This design comes from an exercise in tuning for small area and a short achievable clock period on the open sky130 flow, not from production work. Function was checked by simulation only, so behaviour that the tests miss may differ from the original. Power figures rest on the tool's default switching activity, not on a simulated workload.

File: design/flow/constraint.sdc
create_clock -name core_clock -period 110.0 [get_ports {clk}]
set_input_delay 22.0000 -clock core_clock [delete_from_list [all_inputs] [get_ports {clk}]]
set_output_delay 22.0000 -clock core_clock [all_outputs]
set_load 0.01 [all_outputs]
File: design/flow/config.mk
export PLATFORM = sky130hd
export DESIGN_NAME = nand_needle_8bit
export DESIGN_NICKNAME = nand_needle_8bit
export VERILOG_FILES = /design/flow/design.v
export SDC_FILE = /design/flow/constraint.sdc
export NUM_CORES = 4
export LEC_CHECK = 0
export ABC_AREA = 1
export CAP_MARGIN = 60
export CORE_MARGIN = 2
export CORE_UTILIZATION = 60
export CTS_CLUSTER_DIAMETER = 80
export CTS_CLUSTER_SIZE = 20
export PLACE_DENSITY = 0.7
export SLEW_MARGIN = 60
File: design/flow/design.v
`timescale 1ns / 1ps
module nand_needle_8bit (
    input  wire        clk,
    input  wire        rst_n,
    input  wire        step,
    input  wire        player_move,
    input  wire [5:0]  player_from,
    input  wire [5:0]  player_to,
    output reg  [7:0]  remainder,
    output reg  [2:0]  phase,
    output reg         slip_detected,
    output wire [7:0]  needle_mask,
    output reg  [5:0]  ai_from,
    output reg  [5:0]  ai_to,
    output reg         ai_valid
);
function [2:0] start_sq;
    input integer q;
    integer f;
    begin
        f = q % 8;
        case (q / 8)
            0: start_sq = {2'b10, (f == 2 || f == 3 || f == 5) ? 1'b1 : 1'b0};
            1: start_sq = 3'b101;
            6: start_sq = 3'b111;
            7: start_sq = {2'b11, (f == 2 || f == 3 || f == 5) ? 1'b1 : 1'b0};
            default: start_sq = 3'b000;
        endcase
    end
endfunction
function [4:0] enc_pair;
    input [2:0] a;
    input [2:0] b;
    begin
        if (a[2] & b[2])
            enc_pair = {1'b1, a[1:0], b[1:0]};
        else
            enc_pair = {1'b0, a[2], b[2], a[1:0] | b[1:0]};
    end
endfunction
function [5:0] dec_pair;    
    input [4:0] c;
    reg oa, ob;
    begin
        oa = c[4] | c[3];
        ob = c[4] | c[2];
        dec_pair = {oa, c[4] ? c[3:2] : c[1:0], ob, c[1:0]};
    end
endfunction
function [159:0] start_frame;
    input integer dummy;
    integer p;
    begin
        start_frame = 160'd0;
        for (p = 0; p < 32; p = p + 1)
            start_frame[p*5 +: 5] = enc_pair(start_sq(2*p), start_sq(2*p+1));
    end
endfunction
localparam [159:0] START = start_frame(0);
reg [159:0] slot [0:7];
reg [7:0]   fresh;
reg         st_q, mv_q;
reg [5:0]   from_q, to_q;
always @(posedge clk or negedge rst_n) begin
    if (!rst_n) begin
        st_q <= 1'b0;
        mv_q <= 1'b0;
    end else begin
        st_q <= step;
        mv_q <= player_move;
    end
end
always @(posedge clk) begin
    from_q <= player_from;
    to_q   <= player_to;
end
wire [159:0] s0_enc = fresh[0] ? START : slot[0];
wire [63:0] occ0, col0, lsb0;
genvar p;
generate
    for (p = 0; p < 32; p = p + 1) begin : dec0_gen
        wire [5:0] d = dec_pair(s0_enc[p*5 +: 5]);
        assign occ0[2*p]   = d[5];
        assign col0[2*p]   = d[4] & d[5];
        assign lsb0[2*p]   = d[3] & d[5];
        assign occ0[2*p+1] = d[2];
        assign col0[2*p+1] = d[1] & d[2];
        assign lsb0[2*p+1] = d[0] & d[2];
    end
endgenerate
wire       mv_occ = occ0[from_q];
wire       mv_col = col0[from_q];
wire       mv_lsb = lsb0[from_q];
wire [159:0] wb;
generate
    for (p = 0; p < 32; p = p + 1) begin : mv_gen
        wire [2:0] na, nb;
        wire to_a   = mv_q && to_q   == 2*p;
        wire to_b   = mv_q && to_q   == 2*p+1;
        wire from_a = mv_q && from_q == 2*p;
        wire from_b = mv_q && from_q == 2*p+1;
        assign na = to_a ? {mv_occ, mv_col, mv_lsb} : from_a ? 3'b000 :
                    {occ0[2*p], col0[2*p], lsb0[2*p]};
        assign nb = to_b ? {mv_occ, mv_col, mv_lsb} : from_b ? 3'b000 :
                    {occ0[2*p+1], col0[2*p+1], lsb0[2*p+1]};
        assign wb[p*5 +: 5] = enc_pair(na, nb);
    end
endgenerate
integer i;
always @(posedge clk) begin
    if (st_q) begin
        for (i = 0; i < 7; i = i + 1) slot[i] <= slot[i+1];
        slot[7] <= wb;
    end else begin
        slot[0] <= wb;
    end
end
always @(posedge clk or negedge rst_n) begin
    if (!rst_n) begin
        fresh <= 8'hFF;
    end else if (st_q) begin
        fresh <= {1'b0, fresh[7:1]};
    end else begin
        fresh[0] <= 1'b0;
    end
end
wire [63:0] occ1, col1, lsb1;
wire [63:0] occ, col, lsb;
generate
    for (p = 0; p < 32; p = p + 1) begin : dec_gen
        wire [2:0] sa = start_sq(2*p);
        wire [2:0] sb = start_sq(2*p+1);
        wire [5:0] d = fresh[1] ? {sa, sb} : dec_pair(slot[1][p*5 +: 5]);
        assign occ1[2*p]   = d[5];
        assign col1[2*p]   = d[4] & d[5];
        assign lsb1[2*p]   = d[3] & d[5];
        assign occ1[2*p+1] = d[2];
        assign col1[2*p+1] = d[1] & d[2];
        assign lsb1[2*p+1] = d[0] & d[2];
        assign {occ[2*p], col[2*p], lsb[2*p]} = st_q ? {occ1[2*p], col1[2*p], lsb1[2*p]} : mv_gen[p].na;
        assign {occ[2*p+1], col[2*p+1], lsb[2*p+1]} = st_q ? {occ1[2*p+1], col1[2*p+1], lsb1[2*p+1]} : mv_gen[p].nb;
    end
endgenerate
always @(posedge clk or negedge rst_n) begin
    if (!rst_n)
        phase <= 3'd0;
    else if (step)
        phase <= phase + 1'b1;
end
wire [7:0] probe = {lsb[0], lsb[9], lsb[18], lsb[27], lsb[36], lsb[45], lsb[54], lsb[63]};
reg  [6:0] ring0;
wire [7:0] ring_b = {ring0, remainder[0]};
always @(posedge clk or negedge rst_n) begin
    if (!rst_n) begin
        ring0     <= 7'd0;
        remainder <= 8'd0;
    end else if (step) begin
        ring0     <= ~(probe[6:0] & ring_b[6:0]);
        remainder <= ~(probe | ring_b);
    end
end
wire [2:0] fric [0:63];
reg        fz;
genvar s, dr, df;
generate
    for (s = 0; s < 64; s = s + 1) begin : fr_gen
        if ((((s / 8) + (s % 8)) % 2) == 0) begin : ev
            wire [8:0] n_occ, n_opp;
            for (dr = -1; dr <= 1; dr = dr + 1) begin : dr_l
                for (df = -1; df <= 1; df = df + 1) begin : df_l
                    localparam integer K  = (dr + 1) * 3 + (df + 1);
                    localparam integer NR = (s / 8) + dr;
                    localparam integer NF = (s % 8) + df;
                    if (!(dr == 0 && df == 0) && NR >= 0 && NR < 8 && NF >= 0 && NF < 8) begin : nb
                        assign n_occ[K] = occ[NR*8 + NF];
                        assign n_opp[K] = occ[NR*8 + NF] & (col[NR*8 + NF] ^ col[s]);
                    end else begin : nonb
                        assign n_occ[K] = 1'b0;
                        assign n_opp[K] = 1'b0;
                    end
                end
            end
            wire [3:0] sum = n_occ[0] + n_occ[1] + n_occ[2] + n_occ[3] + n_occ[5] +
                             n_occ[6] + n_occ[7] + n_occ[8] +
                             n_opp[0] + n_opp[1] + n_opp[2] + n_opp[3] + n_opp[5] +
                             n_opp[6] + n_opp[7] + n_opp[8];
            wire [2:0] fnew = ~occ[s] ? 3'd0 : sum[3] ? 3'd7 : sum[2:0];
            reg [2:0] fr;
            always @(posedge clk) begin
                if (step) fr <= fnew;
            end
            assign fric[s] = fr;
        end
    end
endgenerate
always @(posedge clk or negedge rst_n) begin
    if (!rst_n)     fz <= 1'b1;
    else if (step)  fz <= 1'b0;
end
wire [5:0] ray_s [0:31];
wire [3:0] ray_l [0:31];
function integer nbits;    
    input integer x;
    integer b;
    begin
        nbits = 0;
        for (b = 0; b < 31; b = b + 1)
            if ((x >> b) != 0) nbits = b + 1;
    end
endfunction
function [5:0] smask;
    input integer m;
    begin
        smask = (1 << nbits(7 * m)) - 1;
    end
endfunction
function [3:0] lmask;
    input integer m;
    begin
        lmask = (1 << nbits(m)) - 1;
    end
endfunction
function [5:0] radd;
    input [5:0] a;
    input [2:0] b;
    reg c;
    reg [5:0] bb;
    integer t;
    begin
        bb = {3'b000, b};
        c = 1'b0;
        for (t = 0; t < 6; t = t + 1) begin
            radd[t] = a[t] ^ bb[t] ^ c;
            c = (a[t] & bb[t]) | (c & (a[t] ^ bb[t]));
        end
    end
endfunction
function [3:0] rinc;
    input [3:0] a;
    input t;
    reg c;
    integer u;
    begin
        c = t;
        for (u = 0; u < 4; u = u + 1) begin
            rinc[u] = a[u] ^ c;
            c = a[u] & c;
        end
    end
endfunction
function [4:0] rsub4;
    input [3:0] a;
    input [3:0] b;
    reg w;
    integer u;
    begin
        w = 1'b0;
        for (u = 0; u < 4; u = u + 1) begin
            rsub4[u] = a[u] ^ b[u] ^ w;
            w = (~a[u] & b[u]) | (w & ~(a[u] ^ b[u]));
        end
        rsub4[4] = ~w;
    end
endfunction
wire [5:0] U_s [0:8];
wire [3:0] U_l [0:8];
wire [5:0] D_s [0:8];
wire [3:0] D_l [0:8];
assign U_s[8] = 6'd0;
assign U_l[8] = 4'd0;
assign D_s[0] = 6'd0;
assign D_l[0] = 4'd0;
genvar k, j;
generate
    for (k = 0; k < 8; k = k + 1) begin : diag
        assign U_s[k]   = occ[9*k] ? 6'd0 : radd(U_s[k+1], fric[9*k]) & smask(8 - k);
        assign U_l[k]   = occ[9*k] ? 4'd0 : rinc(U_l[k+1], 1'b1)      & lmask(8 - k);
        assign D_s[k+1] = occ[9*k] ? 6'd0 : radd(D_s[k], fric[9*k])   & smask(k + 1);
        assign D_l[k+1] = occ[9*k] ? 4'd0 : rinc(D_l[k], 1'b1)        & lmask(k + 1);
        assign ray_s[0*8 + k] = U_s[k];
        assign ray_l[0*8 + k] = U_l[k];
        assign ray_s[3*8 + k] = D_s[k+1];
        assign ray_l[3*8 + k] = D_l[k+1];
    end
    for (k = 0; k < 8; k = k + 1) begin : anti
        for (dr = 1; dr <= 2; dr = dr + 1) begin : ad
            localparam integer DR = (dr == 1) ? 1 : -1;
            localparam integer DF = -DR;
            localparam integer ML = ((k < 7 - k) ? k : 7 - k) + 1;    
            wire [ML-1:0] t;
            wire [5:0] cs [0:ML];
            wire [3:0] cl [0:ML];
            assign cs[0] = 6'd0;
            assign cl[0] = 4'd0;
            for (j = 0; j < ML; j = j + 1) begin : st
                localparam integer SQ = (k + j*DR) * 8 + (k + j*DF);
                if (j == 0) begin : t0
                    assign t[j] = ~occ[SQ];
                end else begin : tj
                    assign t[j] = t[j-1] & ~occ[SQ];
                end
                assign cs[j+1] = radd(cs[j], (t[j] ? fric[SQ] : 3'd0)) & smask(j + 1);
                assign cl[j+1] = rinc(cl[j], t[j]) & lmask(j + 1);
            end
            assign ray_s[dr*8 + k] = cs[ML];
            assign ray_l[dr*8 + k] = cl[ML];
        end
    end
endgenerate
function [2:0] cdiv;
    input [5:0] sm;
    input integer c;
    begin
        cdiv = (sm >= 7*c) ? 3'd7 : (sm >= 6*c) ? 3'd6 : (sm >= 5*c) ? 3'd5 :
               (sm >= 4*c) ? 3'd4 : (sm >= 3*c) ? 3'd3 : (sm >= 2*c) ? 3'd2 :
               (sm >= c)   ? 3'd1 : 3'd0;
    end
endfunction
function [2:0] qdiv;
    input [5:0] sm;
    input [3:0] ln;
    reg [4:0] d1, d2, d3;
    reg [4:0] r1;
    reg [3:0] r2;
    begin
        d1 = rsub4(sm[5:2], ln);
        r1 = {d1[4] ? d1[2:0] : sm[4:2], sm[1:0]};
        d2 = rsub4(r1[4:1], ln);
        r2 = {d2[4] ? d2[2:0] : r1[3:1], r1[0]};
        d3 = rsub4(r2, ln);
        qdiv = {d1[4], d2[4], d3[4]};
    end
endfunction
function [2:0] qt2;
    input [3:0] sm;
    input [1:0] ln;
    begin
        case ({ln, sm})
            6'd0: qt2 = 3'd7;
            6'd16: qt2 = 3'd0;
            6'd17: qt2 = 3'd1;
            6'd18: qt2 = 3'd2;
            6'd19: qt2 = 3'd3;
            6'd20: qt2 = 3'd4;
            6'd21: qt2 = 3'd5;
            6'd22: qt2 = 3'd6;
            6'd23: qt2 = 3'd7;
            6'd32: qt2 = 3'd0;
            6'd33: qt2 = 3'd0;
            6'd34: qt2 = 3'd1;
            6'd35: qt2 = 3'd1;
            6'd36: qt2 = 3'd2;
            6'd37: qt2 = 3'd2;
            6'd38: qt2 = 3'd3;
            6'd39: qt2 = 3'd3;
            6'd40: qt2 = 3'd4;
            6'd41: qt2 = 3'd4;
            6'd42: qt2 = 3'd5;
            6'd43: qt2 = 3'd5;
            6'd44: qt2 = 3'd6;
            6'd45: qt2 = 3'd6;
            6'd46: qt2 = 3'd7;
            default: qt2 = 3'bxxx;    
        endcase
    end
endfunction
function [2:0] qt3;
    input [4:0] sm;
    input [1:0] ln;
    begin
        case ({ln, sm})
            7'd0: qt3 = 3'd7;
            7'd32: qt3 = 3'd0;
            7'd33: qt3 = 3'd1;
            7'd34: qt3 = 3'd2;
            7'd35: qt3 = 3'd3;
            7'd36: qt3 = 3'd4;
            7'd37: qt3 = 3'd5;
            7'd38: qt3 = 3'd6;
            7'd39: qt3 = 3'd7;
            7'd64: qt3 = 3'd0;
            7'd65: qt3 = 3'd0;
            7'd66: qt3 = 3'd1;
            7'd67: qt3 = 3'd1;
            7'd68: qt3 = 3'd2;
            7'd69: qt3 = 3'd2;
            7'd70: qt3 = 3'd3;
            7'd71: qt3 = 3'd3;
            7'd72: qt3 = 3'd4;
            7'd73: qt3 = 3'd4;
            7'd74: qt3 = 3'd5;
            7'd75: qt3 = 3'd5;
            7'd76: qt3 = 3'd6;
            7'd77: qt3 = 3'd6;
            7'd78: qt3 = 3'd7;
            7'd96: qt3 = 3'd0;
            7'd97: qt3 = 3'd0;
            7'd98: qt3 = 3'd0;
            7'd99: qt3 = 3'd1;
            7'd100: qt3 = 3'd1;
            7'd101: qt3 = 3'd1;
            7'd102: qt3 = 3'd2;
            7'd103: qt3 = 3'd2;
            7'd104: qt3 = 3'd2;
            7'd105: qt3 = 3'd3;
            7'd106: qt3 = 3'd3;
            7'd107: qt3 = 3'd3;
            7'd108: qt3 = 3'd4;
            7'd109: qt3 = 3'd4;
            7'd110: qt3 = 3'd4;
            7'd111: qt3 = 3'd5;
            7'd112: qt3 = 3'd5;
            7'd113: qt3 = 3'd5;
            7'd114: qt3 = 3'd6;
            7'd115: qt3 = 3'd6;
            7'd116: qt3 = 3'd6;
            7'd117: qt3 = 3'd7;
            default: qt3 = 3'bxxx;    
        endcase
    end
endfunction
function [2:0] qt4;
    input [4:0] sm;
    input [2:0] ln;
    begin
        case ({ln, sm})
            8'd0: qt4 = 3'd7;
            8'd32: qt4 = 3'd0;
            8'd33: qt4 = 3'd1;
            8'd34: qt4 = 3'd2;
            8'd35: qt4 = 3'd3;
            8'd36: qt4 = 3'd4;
            8'd37: qt4 = 3'd5;
            8'd38: qt4 = 3'd6;
            8'd39: qt4 = 3'd7;
            8'd64: qt4 = 3'd0;
            8'd65: qt4 = 3'd0;
            8'd66: qt4 = 3'd1;
            8'd67: qt4 = 3'd1;
            8'd68: qt4 = 3'd2;
            8'd69: qt4 = 3'd2;
            8'd70: qt4 = 3'd3;
            8'd71: qt4 = 3'd3;
            8'd72: qt4 = 3'd4;
            8'd73: qt4 = 3'd4;
            8'd74: qt4 = 3'd5;
            8'd75: qt4 = 3'd5;
            8'd76: qt4 = 3'd6;
            8'd77: qt4 = 3'd6;
            8'd78: qt4 = 3'd7;
            8'd96: qt4 = 3'd0;
            8'd97: qt4 = 3'd0;
            8'd98: qt4 = 3'd0;
            8'd99: qt4 = 3'd1;
            8'd100: qt4 = 3'd1;
            8'd101: qt4 = 3'd1;
            8'd102: qt4 = 3'd2;
            8'd103: qt4 = 3'd2;
            8'd104: qt4 = 3'd2;
            8'd105: qt4 = 3'd3;
            8'd106: qt4 = 3'd3;
            8'd107: qt4 = 3'd3;
            8'd108: qt4 = 3'd4;
            8'd109: qt4 = 3'd4;
            8'd110: qt4 = 3'd4;
            8'd111: qt4 = 3'd5;
            8'd112: qt4 = 3'd5;
            8'd113: qt4 = 3'd5;
            8'd114: qt4 = 3'd6;
            8'd115: qt4 = 3'd6;
            8'd116: qt4 = 3'd6;
            8'd117: qt4 = 3'd7;
            8'd128: qt4 = 3'd0;
            8'd129: qt4 = 3'd0;
            8'd130: qt4 = 3'd0;
            8'd131: qt4 = 3'd0;
            8'd132: qt4 = 3'd1;
            8'd133: qt4 = 3'd1;
            8'd134: qt4 = 3'd1;
            8'd135: qt4 = 3'd1;
            8'd136: qt4 = 3'd2;
            8'd137: qt4 = 3'd2;
            8'd138: qt4 = 3'd2;
            8'd139: qt4 = 3'd2;
            8'd140: qt4 = 3'd3;
            8'd141: qt4 = 3'd3;
            8'd142: qt4 = 3'd3;
            8'd143: qt4 = 3'd3;
            8'd144: qt4 = 3'd4;
            8'd145: qt4 = 3'd4;
            8'd146: qt4 = 3'd4;
            8'd147: qt4 = 3'd4;
            8'd148: qt4 = 3'd5;
            8'd149: qt4 = 3'd5;
            8'd150: qt4 = 3'd5;
            8'd151: qt4 = 3'd5;
            8'd152: qt4 = 3'd6;
            8'd153: qt4 = 3'd6;
            8'd154: qt4 = 3'd6;
            8'd155: qt4 = 3'd6;
            8'd156: qt4 = 3'd7;
            default: qt4 = 3'bxxx;    
        endcase
    end
endfunction
function [2:0] qt5;
    input [5:0] sm;
    input [2:0] ln;
    begin
        case ({ln, sm})
            9'd0: qt5 = 3'd7;
            9'd64: qt5 = 3'd0;
            9'd65: qt5 = 3'd1;
            9'd66: qt5 = 3'd2;
            9'd67: qt5 = 3'd3;
            9'd68: qt5 = 3'd4;
            9'd69: qt5 = 3'd5;
            9'd70: qt5 = 3'd6;
            9'd71: qt5 = 3'd7;
            9'd128: qt5 = 3'd0;
            9'd129: qt5 = 3'd0;
            9'd130: qt5 = 3'd1;
            9'd131: qt5 = 3'd1;
            9'd132: qt5 = 3'd2;
            9'd133: qt5 = 3'd2;
            9'd134: qt5 = 3'd3;
            9'd135: qt5 = 3'd3;
            9'd136: qt5 = 3'd4;
            9'd137: qt5 = 3'd4;
            9'd138: qt5 = 3'd5;
            9'd139: qt5 = 3'd5;
            9'd140: qt5 = 3'd6;
            9'd141: qt5 = 3'd6;
            9'd142: qt5 = 3'd7;
            9'd192: qt5 = 3'd0;
            9'd193: qt5 = 3'd0;
            9'd194: qt5 = 3'd0;
            9'd195: qt5 = 3'd1;
            9'd196: qt5 = 3'd1;
            9'd197: qt5 = 3'd1;
            9'd198: qt5 = 3'd2;
            9'd199: qt5 = 3'd2;
            9'd200: qt5 = 3'd2;
            9'd201: qt5 = 3'd3;
            9'd202: qt5 = 3'd3;
            9'd203: qt5 = 3'd3;
            9'd204: qt5 = 3'd4;
            9'd205: qt5 = 3'd4;
            9'd206: qt5 = 3'd4;
            9'd207: qt5 = 3'd5;
            9'd208: qt5 = 3'd5;
            9'd209: qt5 = 3'd5;
            9'd210: qt5 = 3'd6;
            9'd211: qt5 = 3'd6;
            9'd212: qt5 = 3'd6;
            9'd213: qt5 = 3'd7;
            9'd256: qt5 = 3'd0;
            9'd257: qt5 = 3'd0;
            9'd258: qt5 = 3'd0;
            9'd259: qt5 = 3'd0;
            9'd260: qt5 = 3'd1;
            9'd261: qt5 = 3'd1;
            9'd262: qt5 = 3'd1;
            9'd263: qt5 = 3'd1;
            9'd264: qt5 = 3'd2;
            9'd265: qt5 = 3'd2;
            9'd266: qt5 = 3'd2;
            9'd267: qt5 = 3'd2;
            9'd268: qt5 = 3'd3;
            9'd269: qt5 = 3'd3;
            9'd270: qt5 = 3'd3;
            9'd271: qt5 = 3'd3;
            9'd272: qt5 = 3'd4;
            9'd273: qt5 = 3'd4;
            9'd274: qt5 = 3'd4;
            9'd275: qt5 = 3'd4;
            9'd276: qt5 = 3'd5;
            9'd277: qt5 = 3'd5;
            9'd278: qt5 = 3'd5;
            9'd279: qt5 = 3'd5;
            9'd280: qt5 = 3'd6;
            9'd281: qt5 = 3'd6;
            9'd282: qt5 = 3'd6;
            9'd283: qt5 = 3'd6;
            9'd284: qt5 = 3'd7;
            9'd320: qt5 = 3'd0;
            9'd321: qt5 = 3'd0;
            9'd322: qt5 = 3'd0;
            9'd323: qt5 = 3'd0;
            9'd324: qt5 = 3'd0;
            9'd325: qt5 = 3'd1;
            9'd326: qt5 = 3'd1;
            9'd327: qt5 = 3'd1;
            9'd328: qt5 = 3'd1;
            9'd329: qt5 = 3'd1;
            9'd330: qt5 = 3'd2;
            9'd331: qt5 = 3'd2;
            9'd332: qt5 = 3'd2;
            9'd333: qt5 = 3'd2;
            9'd334: qt5 = 3'd2;
            9'd335: qt5 = 3'd3;
            9'd336: qt5 = 3'd3;
            9'd337: qt5 = 3'd3;
            9'd338: qt5 = 3'd3;
            9'd339: qt5 = 3'd3;
            9'd340: qt5 = 3'd4;
            9'd341: qt5 = 3'd4;
            9'd342: qt5 = 3'd4;
            9'd343: qt5 = 3'd4;
            9'd344: qt5 = 3'd4;
            9'd345: qt5 = 3'd5;
            9'd346: qt5 = 3'd5;
            9'd347: qt5 = 3'd5;
            9'd348: qt5 = 3'd5;
            9'd349: qt5 = 3'd5;
            9'd350: qt5 = 3'd6;
            9'd351: qt5 = 3'd6;
            9'd352: qt5 = 3'd6;
            9'd353: qt5 = 3'd6;
            9'd354: qt5 = 3'd6;
            9'd355: qt5 = 3'd7;
            default: qt5 = 3'bxxx;    
        endcase
    end
endfunction
function [2:0] qt6;
    input [5:0] sm;
    input [2:0] ln;
    begin
        case ({ln, sm})
            9'd0: qt6 = 3'd7;
            9'd64: qt6 = 3'd0;
            9'd65: qt6 = 3'd1;
            9'd66: qt6 = 3'd2;
            9'd67: qt6 = 3'd3;
            9'd68: qt6 = 3'd4;
            9'd69: qt6 = 3'd5;
            9'd70: qt6 = 3'd6;
            9'd71: qt6 = 3'd7;
            9'd128: qt6 = 3'd0;
            9'd129: qt6 = 3'd0;
            9'd130: qt6 = 3'd1;
            9'd131: qt6 = 3'd1;
            9'd132: qt6 = 3'd2;
            9'd133: qt6 = 3'd2;
            9'd134: qt6 = 3'd3;
            9'd135: qt6 = 3'd3;
            9'd136: qt6 = 3'd4;
            9'd137: qt6 = 3'd4;
            9'd138: qt6 = 3'd5;
            9'd139: qt6 = 3'd5;
            9'd140: qt6 = 3'd6;
            9'd141: qt6 = 3'd6;
            9'd142: qt6 = 3'd7;
            9'd192: qt6 = 3'd0;
            9'd193: qt6 = 3'd0;
            9'd194: qt6 = 3'd0;
            9'd195: qt6 = 3'd1;
            9'd196: qt6 = 3'd1;
            9'd197: qt6 = 3'd1;
            9'd198: qt6 = 3'd2;
            9'd199: qt6 = 3'd2;
            9'd200: qt6 = 3'd2;
            9'd201: qt6 = 3'd3;
            9'd202: qt6 = 3'd3;
            9'd203: qt6 = 3'd3;
            9'd204: qt6 = 3'd4;
            9'd205: qt6 = 3'd4;
            9'd206: qt6 = 3'd4;
            9'd207: qt6 = 3'd5;
            9'd208: qt6 = 3'd5;
            9'd209: qt6 = 3'd5;
            9'd210: qt6 = 3'd6;
            9'd211: qt6 = 3'd6;
            9'd212: qt6 = 3'd6;
            9'd213: qt6 = 3'd7;
            9'd256: qt6 = 3'd0;
            9'd257: qt6 = 3'd0;
            9'd258: qt6 = 3'd0;
            9'd259: qt6 = 3'd0;
            9'd260: qt6 = 3'd1;
            9'd261: qt6 = 3'd1;
            9'd262: qt6 = 3'd1;
            9'd263: qt6 = 3'd1;
            9'd264: qt6 = 3'd2;
            9'd265: qt6 = 3'd2;
            9'd266: qt6 = 3'd2;
            9'd267: qt6 = 3'd2;
            9'd268: qt6 = 3'd3;
            9'd269: qt6 = 3'd3;
            9'd270: qt6 = 3'd3;
            9'd271: qt6 = 3'd3;
            9'd272: qt6 = 3'd4;
            9'd273: qt6 = 3'd4;
            9'd274: qt6 = 3'd4;
            9'd275: qt6 = 3'd4;
            9'd276: qt6 = 3'd5;
            9'd277: qt6 = 3'd5;
            9'd278: qt6 = 3'd5;
            9'd279: qt6 = 3'd5;
            9'd280: qt6 = 3'd6;
            9'd281: qt6 = 3'd6;
            9'd282: qt6 = 3'd6;
            9'd283: qt6 = 3'd6;
            9'd284: qt6 = 3'd7;
            9'd320: qt6 = 3'd0;
            9'd321: qt6 = 3'd0;
            9'd322: qt6 = 3'd0;
            9'd323: qt6 = 3'd0;
            9'd324: qt6 = 3'd0;
            9'd325: qt6 = 3'd1;
            9'd326: qt6 = 3'd1;
            9'd327: qt6 = 3'd1;
            9'd328: qt6 = 3'd1;
            9'd329: qt6 = 3'd1;
            9'd330: qt6 = 3'd2;
            9'd331: qt6 = 3'd2;
            9'd332: qt6 = 3'd2;
            9'd333: qt6 = 3'd2;
            9'd334: qt6 = 3'd2;
            9'd335: qt6 = 3'd3;
            9'd336: qt6 = 3'd3;
            9'd337: qt6 = 3'd3;
            9'd338: qt6 = 3'd3;
            9'd339: qt6 = 3'd3;
            9'd340: qt6 = 3'd4;
            9'd341: qt6 = 3'd4;
            9'd342: qt6 = 3'd4;
            9'd343: qt6 = 3'd4;
            9'd344: qt6 = 3'd4;
            9'd345: qt6 = 3'd5;
            9'd346: qt6 = 3'd5;
            9'd347: qt6 = 3'd5;
            9'd348: qt6 = 3'd5;
            9'd349: qt6 = 3'd5;
            9'd350: qt6 = 3'd6;
            9'd351: qt6 = 3'd6;
            9'd352: qt6 = 3'd6;
            9'd353: qt6 = 3'd6;
            9'd354: qt6 = 3'd6;
            9'd355: qt6 = 3'd7;
            9'd384: qt6 = 3'd0;
            9'd385: qt6 = 3'd0;
            9'd386: qt6 = 3'd0;
            9'd387: qt6 = 3'd0;
            9'd388: qt6 = 3'd0;
            9'd389: qt6 = 3'd0;
            9'd390: qt6 = 3'd1;
            9'd391: qt6 = 3'd1;
            9'd392: qt6 = 3'd1;
            9'd393: qt6 = 3'd1;
            9'd394: qt6 = 3'd1;
            9'd395: qt6 = 3'd1;
            9'd396: qt6 = 3'd2;
            9'd397: qt6 = 3'd2;
            9'd398: qt6 = 3'd2;
            9'd399: qt6 = 3'd2;
            9'd400: qt6 = 3'd2;
            9'd401: qt6 = 3'd2;
            9'd402: qt6 = 3'd3;
            9'd403: qt6 = 3'd3;
            9'd404: qt6 = 3'd3;
            9'd405: qt6 = 3'd3;
            9'd406: qt6 = 3'd3;
            9'd407: qt6 = 3'd3;
            9'd408: qt6 = 3'd4;
            9'd409: qt6 = 3'd4;
            9'd410: qt6 = 3'd4;
            9'd411: qt6 = 3'd4;
            9'd412: qt6 = 3'd4;
            9'd413: qt6 = 3'd4;
            9'd414: qt6 = 3'd5;
            9'd415: qt6 = 3'd5;
            9'd416: qt6 = 3'd5;
            9'd417: qt6 = 3'd5;
            9'd418: qt6 = 3'd5;
            9'd419: qt6 = 3'd5;
            9'd420: qt6 = 3'd6;
            9'd421: qt6 = 3'd6;
            9'd422: qt6 = 3'd6;
            9'd423: qt6 = 3'd6;
            9'd424: qt6 = 3'd6;
            9'd425: qt6 = 3'd6;
            9'd426: qt6 = 3'd7;
            default: qt6 = 3'bxxx;    
        endcase
    end
endfunction
wire [31:0] rv;
wire [2:0]  rq [0:31];
genvar n;
generate
    for (n = 0; n < 32; n = n + 1) begin : qg
        localparam integer D  = n / 8;
        localparam integer K  = n % 8;
        localparam integer ML = (D == 0) ? 8 - K : (D == 3) ? K + 1 :
                                ((K < 7 - K) ? K : 7 - K) + 1;
        assign rv[n] = ray_l[n] != 4'd0;
        if (ML == 1) begin : q1
            assign rq[n] = ray_s[n][2:0];
        end else if (ML == 2) begin : q2
            assign rq[n] = qt2(ray_s[n][3:0], ray_l[n][1:0]);
        end else if (ML == 3) begin : q3
            assign rq[n] = qt3(ray_s[n][4:0], ray_l[n][1:0]);
        end else if (ML == 4) begin : q4
            assign rq[n] = qt4(ray_s[n][4:0], ray_l[n][2:0]);
        end else if (ML == 5) begin : q5
            assign rq[n] = qt5(ray_s[n][5:0], ray_l[n][2:0]);
        end else if (ML == 6) begin : q6
            assign rq[n] = qt6(ray_s[n][5:0], ray_l[n][2:0]);
        end else begin : qr
            assign rq[n] = qdiv(ray_s[n], ray_l[n]);
        end
    end
endgenerate
reg [2:0]  mn;
reg [31:0] cand;
reg        anyv;
reg [3:0]  dir4;
always @(*) begin
    cand = rv;
    anyv = |rv;
    for (integer b = 2; b >= 0; b = b - 1) begin
        reg [31:0] bits;
        for (integer m = 0; m < 32; m = m + 1) bits[m] = rq[m][b];
        mn[b] = ~|(cand & ~bits);
        cand = cand & ~(bits ^ {32{mn[b]}});
    end
    if (fz) begin
        mn = 3'd0;
        cand = rv;
    end
    dir4[0] = |cand[7:0];
    dir4[1] = ~dir4[0] & |cand[15:8];
    dir4[2] = ~dir4[0] & ~dir4[1] & |cand[23:16];
    dir4[3] = ~dir4[0] & ~dir4[1] & ~dir4[2] & |cand[31:24];
end
reg [3:0] prev_e, curr_e;
reg [3:0] mask4;
wire [3:0] min_e = anyv ? {1'b0, mn} : 4'd12;
wire slip_now = ({1'b0, curr_e} + 5'd2) <= {1'b0, prev_e};
always @(posedge clk or negedge rst_n) begin
    if (!rst_n) begin
        prev_e        <= 4'd10;
        curr_e        <= 4'd10;
        slip_detected <= 1'b0;
        mask4         <= 4'd0;
    end else if (step) begin
        curr_e <= min_e;
        prev_e <= curr_e;
        if (slip_now) begin
            slip_detected <= 1'b1;
            mask4         <= dir4;
        end
    end
end
assign needle_mask = {4'd0, mask4};
always @(posedge clk or negedge rst_n) begin
    if (!rst_n) begin
        ai_from  <= 6'd0;
        ai_to    <= 6'd0;
        ai_valid <= 1'b0;
    end else if (step && slip_detected) begin
        ai_from  <= remainder[7:2];
        ai_to    <= remainder[7:2] + {2'b00, mask4};
        ai_valid <= 1'b1;
    end else begin
        ai_valid <= 1'b0;
    end
end
endmodule
File: design/flow/standard.sh
#!/bin/bash
# synth_recipe.tcl (not shown) runs the flow's synth.tcl, then flattens the netlist and writes it again
# the make line also repeats each setting of config.mk as NAME=value (left out here)
make -C /OpenROAD-flow-scripts/flow DESIGN_CONFIG=/design/flow/config.mk WORK_HOME=/design/flow/orfs CLKGATE_MAP_FILE= SYNTH_SCRIPT=/design/flow/synth_recipe.tcl "${@:-finish}"
File: design/flow/flow/run.sh
#!/bin/bash
# The standard layout (standard.sh: standard synthesis and ORFS flow),
# with one change: the port buffers that buffer_ports inserts are buf_4
# cells instead of the slow delay cell it picks by default.
set -euo pipefail
export BUFFER_PORTS_ARGS="-buffer_cell sky130_fd_sc_hd__buf_4"
bash standard.sh finish > standard_flow.log 2>&1
==> run notes <==
-- sequential cells by signal, indices dropped and copies added (netlist names), 3 cells and up --
register / count
ai_from: 6
slot: 1280
fresh: 8
prev_e: 4
curr_e: 4
mask4: 4
from_q: 6
ring0: 7
phase: 3
to_q: 6
remainder: 8
fr_gen.ev.fr: 96
ai_to: 6
-- layout make-up --
type	count	area [µm²]	area share
inverters	1352	5091	0.06098
clock buffers	143	2546	0.03050
repair buffers	181	1698	0.02034
clock inverters	30	489.2	0.005860
multi-input cells	4703	30230	0.3620
diodes	3	7.507	0.00008992
well taps	1662	2079	0.02491
flip-flops and latches	1443	41350	0.4953
-- layout by cell type, fill, tap and decap left out, drive strengths merged, types with 73 or more instances in the layout --
cell type | synthesis | final
a21oi | 419 | 419
buf | 85 | 175
clkbuf | 98 | 149
dfxtp | 172 | 172
edfxtp | 1216 | 1216
fa | 353 | 353
ha | 242 | 242
inv | 1342 | 1359
nand2 | 1534 | 1534
nand3 | 310 | 310
nor2 | 594 | 594
nor3 | 73 | 73
o21ai | 503 | 503
o22ai | 108 | 108
-- final timing paths --
check / slack, ns / end / depth (start not counted) / start
max in group asynchronous: 88.38 / fresh[0]$_DFF_PN1_ / 1 / rst_n
worst min register to register: 0.39 / slot[3][110]$_DFFE_PP_ / 0 / slot[4][110]$_DFFE_PP_
worst max-delay path: 86.55 / ai_to[5]$_DFFE_PN0P_ / 8 / step
min in group asynchronous: 21.23 / remainder[3]$_DFFE_PN0P_ / 1 / rst_n
worst max register to register: 93.27 / mask4[3]$_DFFE_PN0P_ / 72 / from_q[0]$_DFF_P_
worst min-delay path: 0.39 / slot[3][110]$_DFFE_PP_ / 0 / slot[4][110]$_DFFE_PP_
-- critical path: stages --
cell and delay, ns:
buf_8 0.25, buf_16 0.29, buf_6 0.40, nand2_1 0.42
clkinv_1 0.31, nand2_1 0.10, o211ai_1 0.11, nand2_1 0.08
-- per-layer routing --
layer,vias up,share of wire,GRT usage
met3,566,0.093,0.06978
met1,27360,0.40,0.4802
met4,2,0.067,0.1968
li1,25770,-,-
met5,-,0.000043,0
met2,2859,0.44,0.5209
-- stage by stage --
stage	setup WS (ns)	power (W)	util	cell area [µm²]
global route	86.37	0.002139	0.6547	83480
global placement	85.54	0.001572	0.6248	79680
detailed placement	85.59	0.001615	0.6294	80260
CTS	86.36	0.001987	0.6532	83300
floorplan	69.08	0.001382	-	77120
finish	86.55	0.001994	0.6547	83490
-- power by group through the flow --
stage	clock network, W	registers, W	logic, W
CTS	0.000372	0.000731	0.000884
floorplan	0	0.000751	0.000631
detailed placement	0	0.000741	0.000874
global placement	0	0.000739	0.000833
finish	0.000367	0.000732	0.000895
global route	0.000390	0.000738	0.00101
-- cells by family after synthesis --
family	count (synthesis)	share of synthesized area
other cells	1	0.00004863
buf+inv	1535	0.07676
simple gates	2624	0.1408
xor+xnor	91	0.01034
mux	6	0.0007951
fa+ha+maj	596	0.1310
compound gates	1382	0.1040
flops	1443	0.5362
==> results.toml <==
[route]
drt_iter0_drc = 6790
avgViaCountPerCell = 5.943
drt_first_pass_iters = 6
wl_per_cell_um = 24.22
routed_wl_um = 230500
vias = 56560
antenna_left = 0
route.detailed.drc = 0

[global_routing]
grt_max_degree = 89
grt_pass1_vias = 54130
grt-ovfl-total = 0
grt_use_total = 0.3486
grt_pass1_wl_um = 338000
antenna_found_initial = 7

[pwr]
p_seq_frac = 0.367
power.internal_w = 0.001201
powerDensity_mw_per_mm2 = 23.88
power.switching_w = 0.0007926
comb_power_share = 0.449
ir_drop_mv = 0.01984
pwr-share-clk = 0.184
swShare = 0.3975
leakage_nw = 35.76

[synthesis]
synth_area_mm2 = 0.07711
netlist.area_leader.share = 0.4735
syn_area_per_cell_um2 = 10.04
yosys.cell_types.count = 73
yosysMostFrequentCell = "nand2_1"
synthTopCellsByArea = "edfxtp_1, fa_1, nand2_1"
ys_ff_latch = 1443
yosys-top-cells-count = "nand2_1, inv_1, edfxtp_1, nor2_1, o21ai_0"
syn_inst = 7678
synth-main-ff-cell = "edfxtp_1"
synth_edf_count = 1216
async_flop_share = 0.03812
yosysWarnings = 2
synth_area_leader_cell = "edfxtp_1"
ys_seq_area_frac = 0.5362

[critical_path]
critical_path_peak_fanout = 50
worst_ep_required_time_ns = 110.63
setup.worst_path.start_class = "input port"
cp_data_arrival_time_ns = 24.07
criticalPathCategory = "in2reg"
cp-end-kind = "flop"

[timing]
final-hold-violation-count = 0
finalSetupTns_ns = 0
slew_headroom = 0.5524
timing.hold.ws_ns = 0.3883
skew_ns = 0.07996
period_share = 0.2132
clock.fmax_mhz = 42.65
fin_crit_ns = 23.45
worst_pin_slew_ns = 0.6644
rsz0062_at_grt = "false"
setup_viol = 0
finalMaxSlewViolations = 0

[min_path]
hp-class = "reg2reg"

[floorplanning]
io_pins = 49
die_h_um = 362.5
initial_core_util = 0.6047
die_x_um = 362.5
rows = 131
core_mm2 = 0.1275
die-area_mm2 = 0.1314

[status]
status = "no timing/DRC/antenna violations"

[placement]
gp_congestion = 1.044
dp_hpwl_um = 171300
dp.cells = 9335
numPortBuffers = 44

[cts]
cts_resized = 0
clockBufferDepth = 3
cts_sinks = 1443
holdBufCountCts = 0
root_buffer = "clkbuf_16"
cts_made_buffers = 93
cts.htree.levels = 3
cts_tree = "yes"
clock_latency_ns = 0.78
postCtsSetupRepairBufs = 0
clkTransAtPathRegs_ns = 0.08

[final_layout]
drive_gt1_frac = 0.07081
nFillCells = 9981
syn_to_final_growth_pct = 8.272
final_cell_count_no_fill = 9517
finalNetCount = 8385

[job]
drv_cap = 0

==> afterwards: timing with drivers on the ports <==
The results above use ideal ports. As a check the final layout listed here was re-extracted and re-timed, cells and wires unchanged.
Step 1 (the two cells are an assumption about what drives the block):
set clk [get_ports {clk}]
set_driving_cell -lib_cell sky130_fd_sc_hd__clkbuf_16 $clk
set_driving_cell -lib_cell sky130_fd_sc_hd__buf_2 [delete_from_list [all_inputs] $clk]
Step 2 times the ports against the registers' clock, not the clock port: input delays grow and output delays shrink by t, the midpoint of the rising clock arrivals with the driver on.
Three values: no drivers, after step 1, after step 2; two values: the first two.
shift t [ns]: 0.817
setup WS [ns]: 86.553 / 86.555 / 85.738
clock arrival spread, ns: 0.081 / 0.081
worst register clock-pin slew, ns: 0.10 / 0.10
After both steps setup and hold are still met in this run. The setup slack of this run moves by +0.002 ns with the drivers and by -0.815 ns with both steps.
